This design comes from an exercise in tuning for small area on the open sky130 flow, not from production work.
Function was checked by simulation only, so behaviour that the tests miss may differ from the original.
Power figures rest on the tool's default switching activity, not on a simulated workload.

## flow/design.v (module list and top-level ports; edited modules follow where they fit)
// module UIController: 979 lines
// module UIC_fa: 3 lines
// module UIC_inv: 3 lines
// module UIC_nand2: 3 lines
// module UIC_nand3: 3 lines
// module UIC_nand4: 3 lines
// module UIC_nor2: 3 lines
// module UIC_or2: 3 lines
// module UIC_or3: 3 lines
// module UIC_or4: 3 lines
// module UIC_aoi222: 3 lines
// module UIC_ao22: 3 lines
module UIController (
  input wire         Clock,
  input wire         Reset_n,
  input  wire [6:0]  REG,
  input  wire [9:0]  VALUE_D,
  output reg  [9:0]  VALUE_Q,
  input  wire        SET,
  input  wire        CLR,
  input  wire        INC,
  input  wire        DEC,
  output wire [8:0]  DISP_VMRK1,
  output wire [8:0]  DISP_VMRK2,
  output wire [8:0]  DISP_HMRK1,
  output wire [8:0]  DISP_HMRK2,
  output wire [1:0]  INPUT_SELECT,
  output wire [0:0]  ADC1_TDIV,
  output wire [1:0]  ADC1_VDIV,
  output wire [7:0]  ADC1_VSHIFT,
  output wire [13:0] ADC1_TRG_LVL,
  output wire [2:0]  ADC1_TRG_MODE,
  output wire [0:0]  ADC2_TDIV,
  output wire [1:0]  ADC2_VDIV,
  output wire [7:0]  ADC2_VSHIFT,
  output wire [13:0] ADC2_TRG_LVL,
  output wire [2:0]  ADC2_TRG_MODE,
  output wire [0:0]  DIG1_TDIV,
  output wire [7:0]  DIG1_VSHIFT,
  output wire [9:0]  DIG1_PAT,
  output wire [9:0]  DIG1_PDCC,
  output reg         DIG1_CFG,
  output wire [0:0]  DIG1_TRG_LVL,
  output wire [2:0]  DIG1_TRG_MODE,
  output wire [0:0]  DIG2_TDIV,
  output wire [7:0]  DIG2_VSHIFT,
  output wire [9:0]  DIG2_PAT,
  output wire [9:0]  DIG2_PDCC,
  output reg         DIG2_CFG,
  output wire [0:0]  DIG2_TRG_LVL,
  output wire [2:0]  DIG2_TRG_MODE,
  output wire [0:0]  DIG3_TDIV,
  output wire [7:0]  DIG3_VSHIFT,
  output wire [9:0]  DIG3_PAT,
  output wire [9:0]  DIG3_PDCC,
  output reg         DIG3_CFG,
  output wire [0:0]  DIG3_TRG_LVL,
  output wire [2:0]  DIG3_TRG_MODE,
  output wire [0:0]  DIG4_TDIV,
  output wire [7:0]  DIG4_VSHIFT,
  output wire [9:0]  DIG4_PAT,
  output wire [9:0]  DIG4_PDCC,
  output reg         DIG4_CFG,
  output wire [0:0]  DIG4_TRG_LVL,
  output wire [2:0]  DIG4_TRG_MODE
);
  // ...
==> flow/flow/run.sh <==
#!/bin/bash
# Standard layout, with the port buffers made from the smallest buffer,
# a clock tree of larger clusters without dummy loads, and one tie cell
# for the constant outputs.
set -euo pipefail
export BUFFER_PORTS_ARGS="-buffer_cell sky130_fd_sc_hd__buf_1"
export CTS_ARGS="-sink_clustering_enable -sink_clustering_size 9 -sink_clustering_max_diameter 45 -buf_list sky130_fd_sc_hd__clkbuf_4 -dont_use_dummy_load -repair_clock_nets"
export SKIP_REPAIR_TIE_FANOUT=1
bash standard.sh finish > standard.log 2>&1
==> flow/standard.sh <==
#!/bin/bash
# synth_recipe.tcl (not shown) runs the flow's synth.tcl, then flattens the netlist and writes it again
# the make line also repeats each setting of config.mk as NAME=value (left out here)
make -C /OpenROAD-flow-scripts/flow DESIGN_CONFIG=/design/flow/config.mk WORK_HOME=/design/flow/orfs CLKGATE_MAP_FILE= SYNTH_SCRIPT=/design/flow/synth_recipe.tcl "${@:-finish}"
==> flow/config.mk <==
export PLATFORM = sky130hd
export DESIGN_NAME = UIController
export DESIGN_NICKNAME = UIController
export VERILOG_FILES = /design/flow/design.v
export SDC_FILE = /design/flow/constraint.sdc
export NUM_CORES = 4
export LEC_CHECK = 0
export CAP_MARGIN = 5
export CORE_MARGIN = 2
export CORE_UTILIZATION = 72
export PLACE_DENSITY = 0.8
export SLEW_MARGIN = 5
export SYNTH_HIERARCHICAL = 1
export SYNTH_MINIMUM_KEEP_SIZE = 0
==> flow/constraint.sdc <==
create_clock -name core_clock -period 10.0 [get_ports {Clock}]
set_input_delay 2.0000 -clock core_clock [delete_from_list [all_inputs] [get_ports {Clock}]]
set_output_delay 2.0000 -clock core_clock [all_outputs]
set_load 0.01 [all_outputs]
==> run summary, run 1 <==
Status:
- The flow ran to the end and the layout has no timing, DRC or antenna violations.

Drt:
- Summing over every cut layer, the via total after detailed routing is 10000.
- The wire length per cell after detailed routing is approximately 29 um.
- The detailed-route wire length is 37.0 mm.

Pwr:
- The post-layout total power is 1.81 mW.
- The cell-internal power is ~1.2 mW.

Synth:
- The combinational family with the most area after synthesis is compound AO/OA/AOI/OAI gates.
- The largest total area in the synthesized netlist belongs to sky130_fd_sc_hd__dfrtp_1.
- The area share of the largest cell type after synthesis is 49.7%.

Worst setup path:
- In this run the critical register-to-register path is launched from ADC2_VSHIFT_q[0].
- The timing startpoint of the critical path is REG[3].
- The critical path is of the primary input to output pin type.
- The top fanout value on the critical path is 11.
- Traced cell by cell, the critical path runs through buf_1, inv_1, nand4_1, nor2_1, or2_1, a222oi_1, nand4_1, or4_1, fa_1, inv_1, fa_1, nand2b_1, a21oi_1, a221oi_2, xnor2_1, a22o_1, buf_1.
- The highest cell delay on the worst timing path is 0.61 ns.

Global route:
- The maximum number of pins on one net before global-route repair is 159.
- The all-layer global routing usage is between 50% and 60%.
- The first-pass GRT wire length is 56.0 mm.
- Global routing consumed, on the met3 layer, 16.8% of the routing resources.
- The initial antenna violation count was 2.

Timing:
- The number of hold violations in the final report came to 0.

Final layout:
- The net count reported at finish is 1140.
- Buffers outside the clock tree occupy 9.25% of the routed design's cell area.
- The multi-input combinational cells in the finished layout cover a total of about 4000 um2.
- Multi-input combinational cells in the finished layout were counted as about 540.

Placed design:
- At the placement stage, the worst setup path has a slack of 1.94 ns.
- The count of buffers added on input and output ports is 254.
- The cell area after placement is 11000 um2.

Worst hold path:
- The critical hold path startpoint is DIG4_TRG_MODE_q[2].
==> inputs of run 2 (changes only) <==
--- a/flow/design.v
+++ b/flow/design.v
@@ -455,17 +455,24 @@
   UIC_nor2 g194 (sub6, ncin, kk[6]);
   wire sub7;
   UIC_ao22 g195 (s[3], DISP_VMRK1_q[7], s[6], DISP_HMRK1_q[7], sub7);
   UIC_nor2 g196 (sub7, ncin, kk[7]);
   wire sub8;
   UIC_ao22 g197 (s[3], DISP_VMRK1_q[8], s[6], DISP_HMRK1_q[8], sub8);
   UIC_nor2 g198 (sub8, ncin, kk[8]);
   assign kk[9] = DEC_p;
-  assign sum = rd + kk + {9'd0, cin};
+  wire [5:0] cy;
+  assign cy[0] = cin;
+  UIC_fa a0 (.a(rd[0]), .b(kk[0]), .c(cy[0]), .s(sum[0]), .co(cy[1]));
+  UIC_fa a1 (.a(rd[1]), .b(kk[1]), .c(cy[1]), .s(sum[1]), .co(cy[2]));
+  UIC_fa a2 (.a(rd[2]), .b(kk[2]), .c(cy[2]), .s(sum[2]), .co(cy[3]));
+  UIC_fa a3 (.a(rd[3]), .b(kk[3]), .c(cy[3]), .s(sum[3]), .co(cy[4]));
+  UIC_fa a4 (.a(rd[4]), .b(kk[4]), .c(cy[4]), .s(sum[4]), .co(cy[5]));
+  assign sum[9:5] = rd[9:5] + kk[9:5] + {4'd0, cy[5]};
   always @(*) begin
     VALUE_Q[9] = rd[9];
   end
   wire vq0;
   UIC_ao22 g199 (is_diff, sum[0], nodiff, rd[0], vq0);
   wire vq1;
   UIC_ao22 g200 (is_diff, sum[1], nodiff, rd[1], vq1);
   wire vq2;
==> flow/config.mk (replaced) <==
export PLATFORM = sky130hd
export DESIGN_NAME = UIController
export DESIGN_NICKNAME = UIController
export VERILOG_FILES = /design/flow/design.v
export SDC_FILE = /design/flow/constraint.sdc
export NUM_CORES = 4
export LEC_CHECK = 0
export CAP_MARGIN = 20
export CORE_MARGIN = 2
export CORE_UTILIZATION = 65
export PLACE_DENSITY = 0.75
export SLEW_MARGIN = 20
export SYNTH_HIERARCHICAL = 1
export SYNTH_MINIMUM_KEEP_SIZE = 0
==> run 2 against run 1 <==
  * Worst hold slack lost 0.0038 ns
  * Wire length is 7.1% lower
  * Clock-buffer cell count up 2
  * Setup slack worse by 1.2 ns
  * Combinational power fell by 3%
  * Largest power group unchanged
  * Highest routed layer unchanged
==> run summary, run 2 <==
Synth:
- The synthesized design contains 0 enable-type register cells.
- The share of synthesized area occupied by flip-flops and latches is roughly 57%.
- The number of warnings printed during yosys synthesis is 7.
- The share of synthesized registers carrying an async set or reset is between 90% and 100%.
- The main flop type after synthesis is sky130_fd_sc_hd__dfrtp_1.
- In the post-synthesis netlist, the cell with the most instances is sky130_fd_sc_hd__a22o_1.
- The number of nets handed over by synthesis was 838.
- The average cell area after synthesis is around 12 um2.
- In the synthesized netlist, the number of instances is around 810.
- After synthesis, the cell types taking the most area are sky130_fd_sc_hd__dfrtp_1 (50%), sky130_fd_sc_hd__a22o_1 (22%), sky130_fd_sc_hd__a222oi_1 (6.9%), sky130_fd_sc_hd__dfstp_2 (6.5%), sky130_fd_sc_hd__nor2_1 (2.4%).
- The synthesized design contains 220 register bits.
- The cell taking the most area after synthesis is sky130_fd_sc_hd__dfrtp_1.
- Counting instances in the post-synthesis netlist gives the leading cell types as sky130_fd_sc_hd__a22o_1 (244), sky130_fd_sc_hd__dfrtp_1 (196), sky130_fd_sc_hd__a222oi_1 (67).
- Counting distinct cell types in the post-synthesis netlist gives 27.
- The area share of the largest cell type after synthesis is 50.2% (+0.57 points).
- The cell area that synthesis handed to floorplanning was 9770 um2.

CTS:
- The CTS tree is done.
- The number of sinks handled by clock tree synthesis is 220.
- The clock transition time at the flip-flop clock pins of the worst setup and hold paths is 0.10 ns.
- The clock buffer count from CTS is 30.
- The number of H-tree levels is 1.
- The cell at the root of the clock tree is sky130_fd_sc_hd__clkbuf_4.
- The later pin in the worst-skew pair is clocked with a latency of 0.73 ns.
- The number of buffers inserted by post-CTS setup repair is 0.
- The clock passes through at most 3 buffers.
- Hold repair after CTS inserted 0 buffers.
- Once the clock tree was built, the resizer swapped 0 gates to a different size.

Floorplanning:
- The die area is roughly 16000 um2.
- The effective utilization at floorplan is 66.9%.
- The area of the core is 14600 um2.
- The number of rows created at floorplan is 44.
- The number of placed I/O pins is 263.
- The width of the die is roughly 130 um.
- In this run the vertical extent of the chip is 127 um.

Drt:
- The via count is 9366 (-6.6%).
- The wire length per cell after detailed routing is 26.8 um (-7.1%).
- The number of detailed-routing iterations run before antenna repair is 10.
- The vias per cell is 7.31.
- The detailed router finished its first iteration with 1754 violations.
- After detailed routing, the number of remaining DRC violations is 0.
- The detailed-route wire length is 34.3 mm (-7.1%).
- The number of nets with antenna violations after routing is 0.

Worst hold path:
- The number of cells on the worst hold path is 1.
- The path class of the lowest-slack min-delay path is flip-flop to flip-flop.
- The worst hold path terminates at DIG3_PAT_q[7].
- In this run the most critical hold path is launched from DIG3_PAT_q[7].

Pwr:
- Dividing total power by cell area gives a power density of 160 nW/um2.
- The post-layout total power is 1.80 mW (-0.45%).
- The largest voltage drop on the vdd net is 0.110 mV.
- Summed over all cells, the static leakage comes to 5.38 nW.

Final layout:
- The most common library cell in the layout ignoring fill and taps is sky130_fd_sc_hd__buf_1.
- Once layout is done, the placed cells without fillers occupy 11200 um2.
- The multi-input gate area in the final layout is 3890 um2 (-2.6%).
- The area growth from synthesis to layout is 15.1%.
- The sequential cell area in the final layout is 5540 um2.
- The layout has approximately 1000 filler cells.
- The net count reported at finish was 1132 (-0.70%).
- In the layout the commonest cells are sky130_fd_sc_hd__buf_1 (253), sky130_fd_sc_hd__a22o_1 (243), sky130_fd_sc_hd__dfrtp_1 (196).
- The layout cell share with drive strength beyond 1 is 7.84%.

Worst setup path:
- STA classifies the critical path startpoint as a primary input.
- The origin of the critical flop-to-flop path is ADC2_VSHIFT_q[0].
- The most frequent cell on the critical path is sky130_fd_sc_hd__fa_1.
- The critical path endpoint category is an output pin.
- The arrival time of the worst setup path is roughly 7.4 ns.
- The top fanout value on the critical path came to 9 (-2).
- Among all stages on the critical path, the largest delay is contributed by sky130_fd_sc_hd__or4_1.
- The data required time of the critical path is 8.00 ns.
- The worst flop-to-flop path endpoint is DISP_HMRK2_q[8].
- For flop-to-flop paths, the worst setup slack is approximately 4 ns.
- The critical path class is primary input to output pin.
- The critical path goes through buf_1, inv_1, nand4_1, nor2_1, or2_1, a222oi_1, nand4_1, or4_1, fa_1, fa_1, fa_1, fa_1, fa_1, fa_1, a21o_1, a21oi_2, xnor2_1, a22o_1, buf_1.
- The depth of the most critical reg-to-reg path is 14.
- The highest cell delay on the worst timing path is 0.61 ns (about the same).

Timing:
- On the final layout, the worst clock skew is 0.129 ns.
- The total setup violations reported at the end of the flow is 0.
- The normalized max-slew margin is 30.3%.
- In the finished design, the share of the clock period the worst path needs comes to between 90 and 100%.
- The final period demand of the worst path is ~9.4 ns.
- The pin slew with the least headroom to its limit is about 1.0 ns.
- Setup repair after global routing left no endpoint under its margin.
- The timing-limited maximum frequency is around 110 MHz.
- The number of hold violations in the final report is 0 (unchanged).
- The max-slew violation count is 0.
- The setup TNS is 0 ns.

Global route:
- The all-layer global routing usage is 42.5% (-8.0 points).
- The met3 track demand over resource is 11.0% (-5.8 points).
- The global-route track usage on met1 is 63.6%.
- The met2 global-route usage is about 60%.
- The number of global-route vias before repair was approximately 8500.
- The most heavily used metal layer in global routing is met1.
- The first-pass GRT wire length is 51.7 mm (-7.8%).
- The global route total overflow is 0.
- The initial antenna violation count is 2 (unchanged).
- The maximum number of pins on one net before global-route repair is 65 (-59%).

Placed design:
- The last weighted congestion value of the routability-driven placer is roughly 0.94.
- The HPWL after detailed placement is approximately 24 mm.
- The number of buffer cells added on primary ports is 254 (unchanged).
- The cell area after placement came to 11000 um2 (+0.12%).

Status:
- The flow ran to the end and the layout has no timing, DRC or antenna violations.

Run:
- The number of max-capacitance violations reported is 0.
[run 2: cell count changes in the layout (fill, tap and decap cells not counted), moves of 2 or more]
cell	previous run	this run
sky130_fd_sc_hd__nand2_1	63	61
sky130_fd_sc_hd__a21oi_2	0	2
sky130_fd_sc_hd__ha_1	8	3
sky130_fd_sc_hd__nor2_1	64	62
sky130_fd_sc_hd__buf_4	8	26
sky130_fd_sc_hd__nand3_1	21	16
sky130_fd_sc_hd__a21oi_1	4	0
sky130_fd_sc_hd__inv_1	56	54
sky130_fd_sc_hd__clkbuf_4	29	31
sky130_fd_sc_hd__xnor2_1	9	3
sky130_fd_sc_hd__a31oi_1	2	0
sky130_fd_sc_hd__o211ai_1	2	0
sky130_fd_sc_hd__fa_1	2	7
[run 2: logic make-up after synthesis]
group,count (synthesis),share of synthesized area (%)
AO/OA/AOI/OAI,318,29.3
flip-flops,220,56.7
adder cells (fa/ha/maj),10,1.82
buffers and inverters,72,3.46
AND/OR/NAND/NOR,179,8.20
XOR/XNOR,5,0.525
other,1,0.0384
[run 2: final cells by class]
cell class                 instances  share of cell area, %
tap                              184                   2.05
antenna                            1                 0.0223
clock buffer                      30                   2.00
inverter                          54                   1.80
timing repair buffer             280                   10.2
sequential                       220                   49.2
multi-input combinational        513                   34.6
[run 2: stage by stage]
step	utilization (%)	setup WS, ns	hold slack (ns)	instances
2_1_floorplan	-	1.10	0.549	805
3_3_place_gp	75.5	0.689	0.503	1251
3_5_place_dp	75.5	0.598	0.508	1251
4_1_cts	77.0	0.602	0.530	1281
5_1_grt	77.1	0.294	0.559	1282
6_report	77.1	0.558	0.532	1282
[run 2: where the power goes]
part	leakage, nW	total (mW)	switching (mW)	internal [mW]
clock	0.138	0.426	0.289	0.137
combinational	2.32	0.296	0.188	0.108
sequential	2.92	1.08	0.0962	0.982
total	5.38	1.80	0.572	1.23
[run 2: per-module statistics from Yosys, one instance, submodules excluded, a selection]
module / flops+latches / area [um2] / times used / cells
UIC_nand4: 0 / 6.26 / 21 / 1
UIC_nand3: 0 / 5.00 / 16 / 1
UIC_nor2: 0 / 3.75 / 49 / 1
UIC_or3: 0 / 6.26 / 2 / 1
UIC_ao22: 0 / 8.76 / 244 / 1
UIC_aoi222: 0 / 10.0 / 67 / 1
UIC_nand2: 0 / 3.75 / 57 / 1
UIC_or4: 0 / 7.51 / 1 / 1
UIController: 220 / 5970 / 1 / 283
UIC_or2: 0 / 6.26 / 12 / 1
[run 2: critical path: cells and delay by family]
kind,cells,cell delay (ns)
buf+inv,3,0.39
xor+xnor,1,0.16
fa+ha+maj,6,2.49
compound gates,4,0.89
simple gates,5,1.50
[run 2: worst max path at each step]
stage / cells after the start / end / from
5_1_grt: 19 / VALUE_Q[8] / REG[3]
2_1_floorplan: 18 / VALUE_Q[6] / REG[6]
6_report: 19 / VALUE_Q[8] / REG[3]
3_3_place_gp: 19 / VALUE_Q[6] / REG[3]
4_1_cts: 19 / VALUE_Q[8] / REG[3]
3_5_place_dp: 19 / VALUE_Q[8] / REG[3]
[run 2: metal layers]
layer  up-vias  routed length [um]
li1       3809                   -
met2       877               15000
met4         0                1310
met1      4576               12800
met3       104                5200
met5         -                   0
==> inputs of run 3 (changes only) <==
==> flow/config.mk (replaced) <==
export PLATFORM = sky130hd
export DESIGN_NAME = UIController
export DESIGN_NICKNAME = UIController
export VERILOG_FILES = /design/flow/design.v
export SDC_FILE = /design/flow/constraint.sdc
export NUM_CORES = 4
export LEC_CHECK = 0
export CAP_MARGIN = 5
export CORE_MARGIN = 2
export CORE_UTILIZATION = 72
export PLACE_DENSITY = 0.8
export SLEW_MARGIN = 5
export SYNTH_HIERARCHICAL = 1
export SYNTH_MINIMUM_KEEP_SIZE = 0
==> run 3 against run 2 <==
  * Via count is 2.4% higher
  * Largest cell class unchanged
  * Power fell by 0.74%
  * Non-clock buffer count shrank 4
==> run summary, run 3 <==
Placed design:
- The HPWL reported at the end of detailed placement is 24.0 mm (-0.85%).
- The cell area after placement is 11000 um2 (-0.25%).
- The number of buffer cells added on primary ports is 254 (unchanged).
- The pre-CTS setup slack is 0.427 ns (-0.172 ns).
- The last weighted congestion value of the routability-driven placer is 0.995 (+5.9%).

Floorplanning:
- The width of the die is 120 um (-4.8%).
- The number of rows created at floorplan came to 42 (-4.5%).
- The floorplan die height was 120 um (-4.8%).
- The area of the core is 13200 um2 (-9.2%).
- The die area came to 14500 um2 (-9.4%).
- The effective utilization at floorplan came to 73.8% (+6.8 points).
- The number of placed I/O pins came to 263 (unchanged).

Synth:
- The post-synthesis instance area is 9770 um2 (unchanged).
- By area the synthesized netlist is led by sky130_fd_sc_hd__dfrtp_1 (50%), sky130_fd_sc_hd__a22o_1 (22%), sky130_fd_sc_hd__a222oi_1 (6.9%), sky130_fd_sc_hd__dfstp_2 (6.5%), sky130_fd_sc_hd__nor2_1 (2.4%).
- The number of warnings printed during yosys synthesis was 7 (unchanged).
- Among all flip-flop cells after synthesis, the most frequent one is sky130_fd_sc_hd__dfrtp_1.
- By count the netlist is led by sky130_fd_sc_hd__a22o_1 (244), sky130_fd_sc_hd__dfrtp_1 (196), sky130_fd_sc_hd__a222oi_1 (67).
- The instance count of the mapped netlist is 805 (unchanged).
- The number of enable-type register cells in the synthesized netlist is 0 (unchanged).
- The flip-flop and latch count after synthesis is 220 (unchanged).
- The share of synthesized registers carrying an async set or reset is 100% (unchanged).
- The area share of the largest cell type after synthesis is 50.2% (unchanged).
- The post-synthesis cell type count came to 27 (unchanged).
- The average cell area after synthesis is 12.1 um2 (unchanged).
- Summed over all instances, the cell type with the most area after synthesis is sky130_fd_sc_hd__dfrtp_1.
- The number of nets in the synthesized netlist is 838 (unchanged).
- The share of synthesized area occupied by flip-flops and latches came to 56.7% (unchanged).
- By instance count, the leading cell after synthesis is sky130_fd_sc_hd__a22o_1.

Global route:
- The global route total overflow is 0 (unchanged).
- The number of global-route vias before repair is 8845 (+3.5%).
- The all-layer global routing usage is 46.9% (+4.4 points).
- The met2 global-route usage was 68.8% (+7.7 points).
- After global routing, the most crowded layer is met2.
- The first-pass GRT wire length is 51.3 mm (-0.76%).
- The maximum number of pins on one net before global-route repair was 156 (+140%).
- The global-route track usage on met1 is 66.8% (+3.2 points).
- The initial antenna violation count is 1 (-1).
- The met3 track demand over resource is 13.8% (+2.9 points).

Drt:
- The via count is 9587 (+2.4%).
- The vias per cell was 7.56 (+3.5%).
- The number of nets with antenna violations after routing was 0 (unchanged).
- The remaining design rule violation count is 0 (unchanged).
- The number of detailed-routing iterations run before antenna repair was 10 (unchanged).
- The wire length per cell after detailed routing came to 27.1 um (+0.99%).
- The detailed-route wire length is 34.3 mm (-0.12%).
- The initial DRC count is 2144 (+22%).

Worst setup path:
- The data required time of the critical path came to 8.00 ns (about the same).
- The worst setup path is of the primary input to output pin kind.
- The worst flop-to-flop path endpoint is DIG4_VSHIFT_q[6].
- The critical path's slowest cell is sky130_fd_sc_hd__or4_1.
- The depth of the most critical reg-to-reg path is 16 (+2).
- The top fanout value on the critical path was 11 (+2).
- The critical path endpoint category is an output pin.
- The arrival time of the worst setup path was 7.72 ns (+0.28 ns).
- The highest cell delay on the worst timing path is 0.61 ns (about the same).
- Grouping stages by cell kind, the critical path spends the most delay in adder cells.
- The slack of the worst reg-to-reg path is 4.12 ns (+0.06 ns).
- Counting stages on the worst path, the most repeated cell is sky130_fd_sc_hd__fa_1.
- The signal on the critical path passes through buf_1, inv_1, nand4_1, nor2_1, or2_1, a222oi_1, nand4_1, or4_1, fa_1, fa_1, fa_1, fa_1, fa_1, fa_1, inv_1, fa_1, inv_1, a22o_1, buf_1.
- The most critical setup path has its startpoint at REG[6].
- The worst path buffer plus inverter count is 5 (+2).
- The critical path launch point type is a primary input.
- The origin of the critical flop-to-flop path is ADC1_TRG_MODE_q[0].

Worst hold path:
- The path with the worst hold slack has its endpoint at DIG1_VSHIFT_q[1].
- The startpoint identified for the worst hold timing path is DIG1_VSHIFT_q[1].
- The number of cells on the worst hold path is 1 (unchanged).
- The path class of the lowest-slack min-delay path is flip-flop to flip-flop.

CTS:
- The buffer depth of the longest clock path is 3 (unchanged).
- The number of sinks handled by clock tree synthesis was 220 (unchanged).
- The number of resized instances in the post-cts repair step came to 0 (unchanged).
- The quantity of hold-fixing buffers added after cts is 0 (unchanged).
- The number of H-tree levels is 1 (unchanged).
- The clock insertion delay at the later pin of the skew report is 0.68 ns (-0.05 ns).
- The clock transition time at the flip-flop clock pins of the worst setup and hold paths is 0.10 ns (about the same).
- The number of buffers inserted by post-CTS setup repair was 0 (unchanged).
- TritonCTS built the clock tree.
- The clock buffer count from CTS is 28 (-6.7%).
- The root buffer cell chosen for the clock tree is sky130_fd_sc_hd__clkbuf_4.

Timing:
- The normalized max-slew margin is 27.8% (-2.5 points).
- The post-layout worst setup margin came to 0.282 ns (-0.276 ns).
- The clock skew after layout is 0.0355 ns (-0.0938 ns).
- The pin slew with the least headroom to its limit is 1.08 ns (+0.0368 ns).
- The max-slew violation count was 0 (unchanged).
- The total setup violations reported at the end of the flow is 0 (unchanged).
- The setup TNS is 0 ns (unchanged).
- The number of hold violations in the final report is 0 (unchanged).
- The worst hold slack after final layout is 0.533 ns (+0.00106 ns).
- The final period demand of the worst path is 9.72 ns (+0.276 ns).
- Setup repair after global routing left no endpoint under its margin.
- The part of the cycle the worst path needs is 97.2% (+2.8 points).
- The timing-limited maximum frequency is 103 MHz (-2.8%).

Status:
- The run finished with no timing, DRC or antenna violations.

Final layout:
- The net count reported at finish is 1126 (-0.53%).
- In the layout the commonest cells are sky130_fd_sc_hd__buf_1 (253), sky130_fd_sc_hd__a22o_1 (244), sky130_fd_sc_hd__dfrtp_1 (196).
- The post-route cell area is 11200 um2 (-0.39%).
- The area growth from synthesis to layout is 14.7%.
- The layout cell share with drive strength beyond 1 is 7.24% (-0.60 points).
- The most common library cell in the layout ignoring fill and taps is sky130_fd_sc_hd__buf_1.

Pwr:
- The post-layout total power is 1.79 mW (-0.74%).
- The largest voltage drop on the vdd net is 0.105 mV (-4.6%).
- The leakage power figure was 5.35 nW (-0.47%).
- The power per cell area is 159 nW/um2 (-0.35%).

Run:
- The number of max-capacitance violations reported is 0 (unchanged).
[run 3: cell counts after synthesis]
No cell type changed its count.
[run 3: worst max-delay path by stage]
stage | endpoint | slack [ns] | cells past startpoint
after global routing | VALUE_Q[6] | 0.06 | 19
after floorplan | VALUE_Q[6] | 1.10 | 18
after detailed placement | VALUE_Q[6] | 0.43 | 19
after global placement | VALUE_Q[6] | 0.58 | 19
after CTS | VALUE_Q[6] | 0.39 | 19
final | VALUE_Q[6] | 0.28 | 19
[run 3: cell type report]
| cell class | instances | area, um2 |
|---|---|---|
| Inverter | 54 | 203 |
| Multi-Input combinational cell | 513 | 3890 |
| Antenna cell | 1 | 2.50 |
| Clock buffer | 28 | 210 |
| Fill cell | 773 | 2040 |
| Timing Repair Buffer | 276 | 1130 |
| Sequential cell | 220 | 5540 |
| Tap cell | 176 | 220 |
[run 3: stage by stage]
stage	std cells	util, %
global route	1268	84.6
detailed placement	1239	83.0
floorplan	805	-
global placement	1239	83.0
finish	1268	84.6
CTS	1267	84.6
[run 3: worst register-to-register path: stages, from the launching register on]
cell and delay [ns]:
sky130_fd_sc_hd__dfrtp_1 0.43, sky130_fd_sc_hd__a222oi_1 0.41, sky130_fd_sc_hd__nand4_1 0.17, sky130_fd_sc_hd__or4_1 0.61
sky130_fd_sc_hd__fa_1 0.48, sky130_fd_sc_hd__fa_1 0.41, sky130_fd_sc_hd__fa_1 0.40, sky130_fd_sc_hd__fa_1 0.40
sky130_fd_sc_hd__fa_1 0.42, sky130_fd_sc_hd__fa_1 0.41, sky130_fd_sc_hd__inv_1 0.08, sky130_fd_sc_hd__fa_1 0.40
sky130_fd_sc_hd__inv_1 0.08, sky130_fd_sc_hd__a22o_1 0.14, sky130_fd_sc_hd__buf_4 0.31, sky130_fd_sc_hd__or2_1 0.43
sky130_fd_sc_hd__a22o_1 0.23
[run 3: cells by family after synthesis]
logic type | Yosys count | synth area share [%]
AOI/OAI and AO/OA | 318 | 29.3
xor gates and xnor gates | 5 | 0.525
adders and majority gates | 10 | 1.82
buffers and inverters | 72 | 3.46
DFF | 220 | 56.7
other | 1 | 0.0384
and+or+nand+nor | 179 | 8.20
[run 3: modules after synthesis (local to each module, per instance), excerpt]
| module | flops+latches | area, um2 | cells inside | times used |
|---|---|---|---|---|
| UIC_or4 | 0 | 7.51 | 1 | 1 |
| UIC_or2 | 0 | 6.26 | 1 | 12 |
| UIC_inv | 0 | 3.75 | 1 | 48 |
| UIC_ao22 | 0 | 8.76 | 1 | 244 |
| UIC_nand4 | 0 | 6.26 | 1 | 21 |
| UIC_fa | 0 | 20.0 | 1 | 5 |
| UIC_nand2 | 0 | 3.75 | 1 | 57 |
| UIC_aoi222 | 0 | 10.0 | 1 | 67 |
[run 3: power by group]
part / switching (mW) / internal [mW] / total [mW] / leakage (nW)
logic: 0.190 / 0.108 / 0.298 / 2.30
clock network: 0.281 / 0.128 / 0.410 / 0.129
registers: 0.0965 / 0.982 / 1.08 / 2.92
total: 0.568 / 1.22 / 1.79 / 5.35
[run 3: metal layers]
| metal | wire [um] | up-vias |
|---|---|---|
| met4 | 1660 | 0 |
| met2 | 15100 | 1041 |
| met1 | 11600 | 4587 |
| met3 | 5940 | 160 |
| li1 | - | 3799 |
| met5 | 0 | - |

## what the ideal ports hide
In the flow no input, the clock included, has a driving cell. The finished layouts below were timed again as built, in two steps.
Step 1, drivers: a clkbuf_16 drives Clock and a buf_2 each remaining input, both assumed.
Step 2 adds t to the input delays and takes it off the output delays; t is the mean of the earliest and latest rising clock arrival at the registers after step 1. Input paths then give back, and output paths get back, about the clock's delay inside the block.
a / b / c = no drivers / after step 1 / after step 2; a / b = the first two.
run	shift t [ns]	slack for setup (ns)	worst data-port slew with drivers (ns)
run 1	0.695	1.789 / 1.756 / 1.756	0.06
run 2	0.706	0.558 / 0.532 / 0.532	0.07
run 3	0.706	0.282 / 0.242 / 0.242	0.06
After both steps setup and hold are still met in every run listed. For run 3, which loses most, drivers alone change the setup slack by -0.040 ns; drivers and shift together by -0.040 ns.
